What follows belongs to an exercise in optimizing a design on an open flow for small area; a production flow would make more cautious choices. Where RTL was checked, it was by simulation tests only, not by an equivalence proof against the original. No activity file was given, so power comes from the tool's default toggle rates.

==> module pwm_generator, before the edit <==
module pwm_generator (
    input wire clk,
    input wire rst_n,
    input wire [9:0] duty_cycle,
    output reg pwm_out
);
    reg [9:0] h;
    reg [9:0] duty_reg;
    reg nz;
    wire [6:0] m = h[6:0];
    wire skip = (m == 7'd41) | (m == 7'd84) | (m == 7'd127);
    wire wrap = &h;
    wire start = (h[9:1] == 9'd0);
    wire inc = h[0] | skip;
    wire [9:0] carry;
    wire [9:0] h_next;
    assign carry[1] = inc;
    assign h_next[0] = h[0] ^ ~skip;
    genvar i;
    generate
        for (i = 1; i < 10; i = i + 1) begin : inc_g
            assign h_next[i] = h[i] ^ carry[i];
            if (i < 9) begin : c_g
                assign carry[i+1] = carry[i] & h[i];
            end
        end
    endgenerate
    function lt10;
        input [9:0] x;
        input [9:0] y;
        integer j;
        begin
            lt10 = 1'b0;
            for (j = 0; j < 10; j = j + 1)
                lt10 = (~x[j] & y[j]) | (~x[j] & lt10) | (y[j] & lt10);
        end
    endfunction
    reg dv;
    always @(posedge clk or negedge rst_n) begin
        if (!rst_n) begin
            h <= 10'd1;
            dv <= 1'b0;
            nz <= 1'b0;
            pwm_out <= 1'b0;
        end else begin
            h <= h_next;
            if (wrap)
                dv <= 1'b1;
            if (start) begin
                nz <= dv & (|duty_reg[9:1]);
                pwm_out <= nz;
            end else begin
                pwm_out <= dv & lt10(h, duty_reg);
            end
        end
    end
    always @(posedge clk) begin
        if (wrap)
            duty_reg <= duty_cycle;
    end
endmodule
clock: 10.0 ns
lec_check: 0
cap_margin: 20
core_margin: 2
core_utilization: 40
slew_margin: 20
buffer_ports_args: -buffer_cell sky130_fd_sc_hd__buf_1
cts_args: -sink_clustering_enable -repair_clock_nets -dont_use_dummy_load -buf_list {sky130_fd_sc_hd__clkbuf_4}
standard.sh (not shown) runs the stock make flow with config.mk's settings and CLKGATE_MAP_FILE= SYNTH_SCRIPT=/design/flow/synth_recipe.tcl, a recipe that flattens the netlist after the stock synthesis.
==> flow/flow/run.sh <==
#!/bin/bash
# Layout flow: the standard ORFS flow (standard.sh) with
#  - plain buf_1 cells as the port buffers (every port still gets one),
#  - CTS without dummy loads and with clkbuf_4 buffers,
#  - after the standard synthesis, fa_polarity.py removes inverters around
#    full-adder cells (FA(~a,~b,~c) = ~FA(a,b,c)); registers and their cells
#    are untouched.  A Yosys equivalence check guards it: if the check fails
#    the standard netlist is used as is.
set -uo pipefail
W=$PWD
R=$W/orfs/results/sky130hd/buck_converter_top/base
cat >> config.mk <<'CFG'
export BUFFER_PORTS_ARGS = -buffer_cell sky130_fd_sc_hd__buf_1
export CTS_ARGS = -sink_clustering_enable -repair_clock_nets -dont_use_dummy_load -buf_list {sky130_fd_sc_hd__clkbuf_4}
CFG
bash standard.sh $R/1_2_yosys.v > synth.log 2>&1 || exit 1
cp $R/1_2_yosys.v pol_before.v
if python3 flow/fa_polarity.py pol_before.v pol_after.v > polarity.log 2>&1; then
  if python3 flow/rename_nets.py pol_after.v pol_after_renamed.v >> polarity.log 2>&1 &&
     yosys -q -s flow/eq_check.ys > eq_check.log 2>&1; then
    cp pol_after.v $R/1_2_yosys.v
    echo "polarity: netlist replaced" >> polarity.log
  else
    echo "polarity: equivalence check failed, standard netlist kept" >> polarity.log
  fi
else
  echo "polarity: script failed, standard netlist kept" >> polarity.log
fi
bash standard.sh > layout.log 2>&1
Other scripts of this flow, unchanged in this note and not shown: flow/flow/eq_check.ys, flow/flow/fa_polarity.py, flow/flow/rename_nets.py
==> next run, changes <==
--- a/flow/design.v
+++ b/flow/design.v
@@ -179,30 +179,25 @@
             for (j = 0; j < 10; j = j + 1)
                 lt10 = (~x[j] & y[j]) | (~x[j] & lt10) | (y[j] & lt10);
         end
     endfunction
-    reg dv;
     always @(posedge clk or negedge rst_n) begin
         if (!rst_n) begin
             h <= 10'd1;
-            dv <= 1'b0;
+            duty_reg <= 10'd0;
             nz <= 1'b0;
             pwm_out <= 1'b0;
         end else begin
             h <= h_next;
             if (wrap)
-                dv <= 1'b1;
+                duty_reg <= duty_cycle;
             if (start) begin
-                nz <= dv & (|duty_reg[9:1]);
+                nz <= |duty_reg[9:1];
                 pwm_out <= nz;
             end else begin
-                pwm_out <= dv & lt10(h, duty_reg);
+                pwm_out <= lt10(h, duty_reg);
             end
         end
-    end
-    always @(posedge clk) begin
-        if (wrap)
-            duty_reg <= duty_cycle;
     end
 endmodule
 module buck_converter_top (
     input wire clk,
The changed run passed the timing, design-rule and antenna checks.
Wire length fell by about 7%.
Die area barely changes.
Count of clock-buffer cells in the layout stays the same.
Via count stays flat.
Fmax stays flat.
Synthesized cell count rose by about 4%.
Clock power is about the same.
Sequential power fell by about 2%.
Sequential cell count fell by 1.
Global-route usage fell by 0.93 points.
The RTL of the first run of this note was laid out without a check of its function.

[afterwards: timing with drivers on the ports]
Ports are ideal in the flow. The routed layouts listed here were re-timed in OpenROAD. Step 1: set_driving_cell puts a clkbuf_16 on clk and a buf_2 on each other input, an assumption about the parent block. Step 2 times the ports against the registers' clock, not the clock port: input delays grow and output delays shrink by t, the midpoint of the rising clock arrivals with the driver on. Three values: no drivers, after step 1, after step 2; two values: the first two.
| run | t, ns | setup slack, ns | hold slack, ns |
|---|---|---|---|
| the first run | 0.532 | 0.391 / 0.391 / 0.391 | 0.420 / 0.420 / 0.420 |
| the second run | 0.536 | 0.395 / 0.395 / 0.395 | 0.415 / 0.415 / 0.415 |
After both steps setup and hold are still met in every run listed.
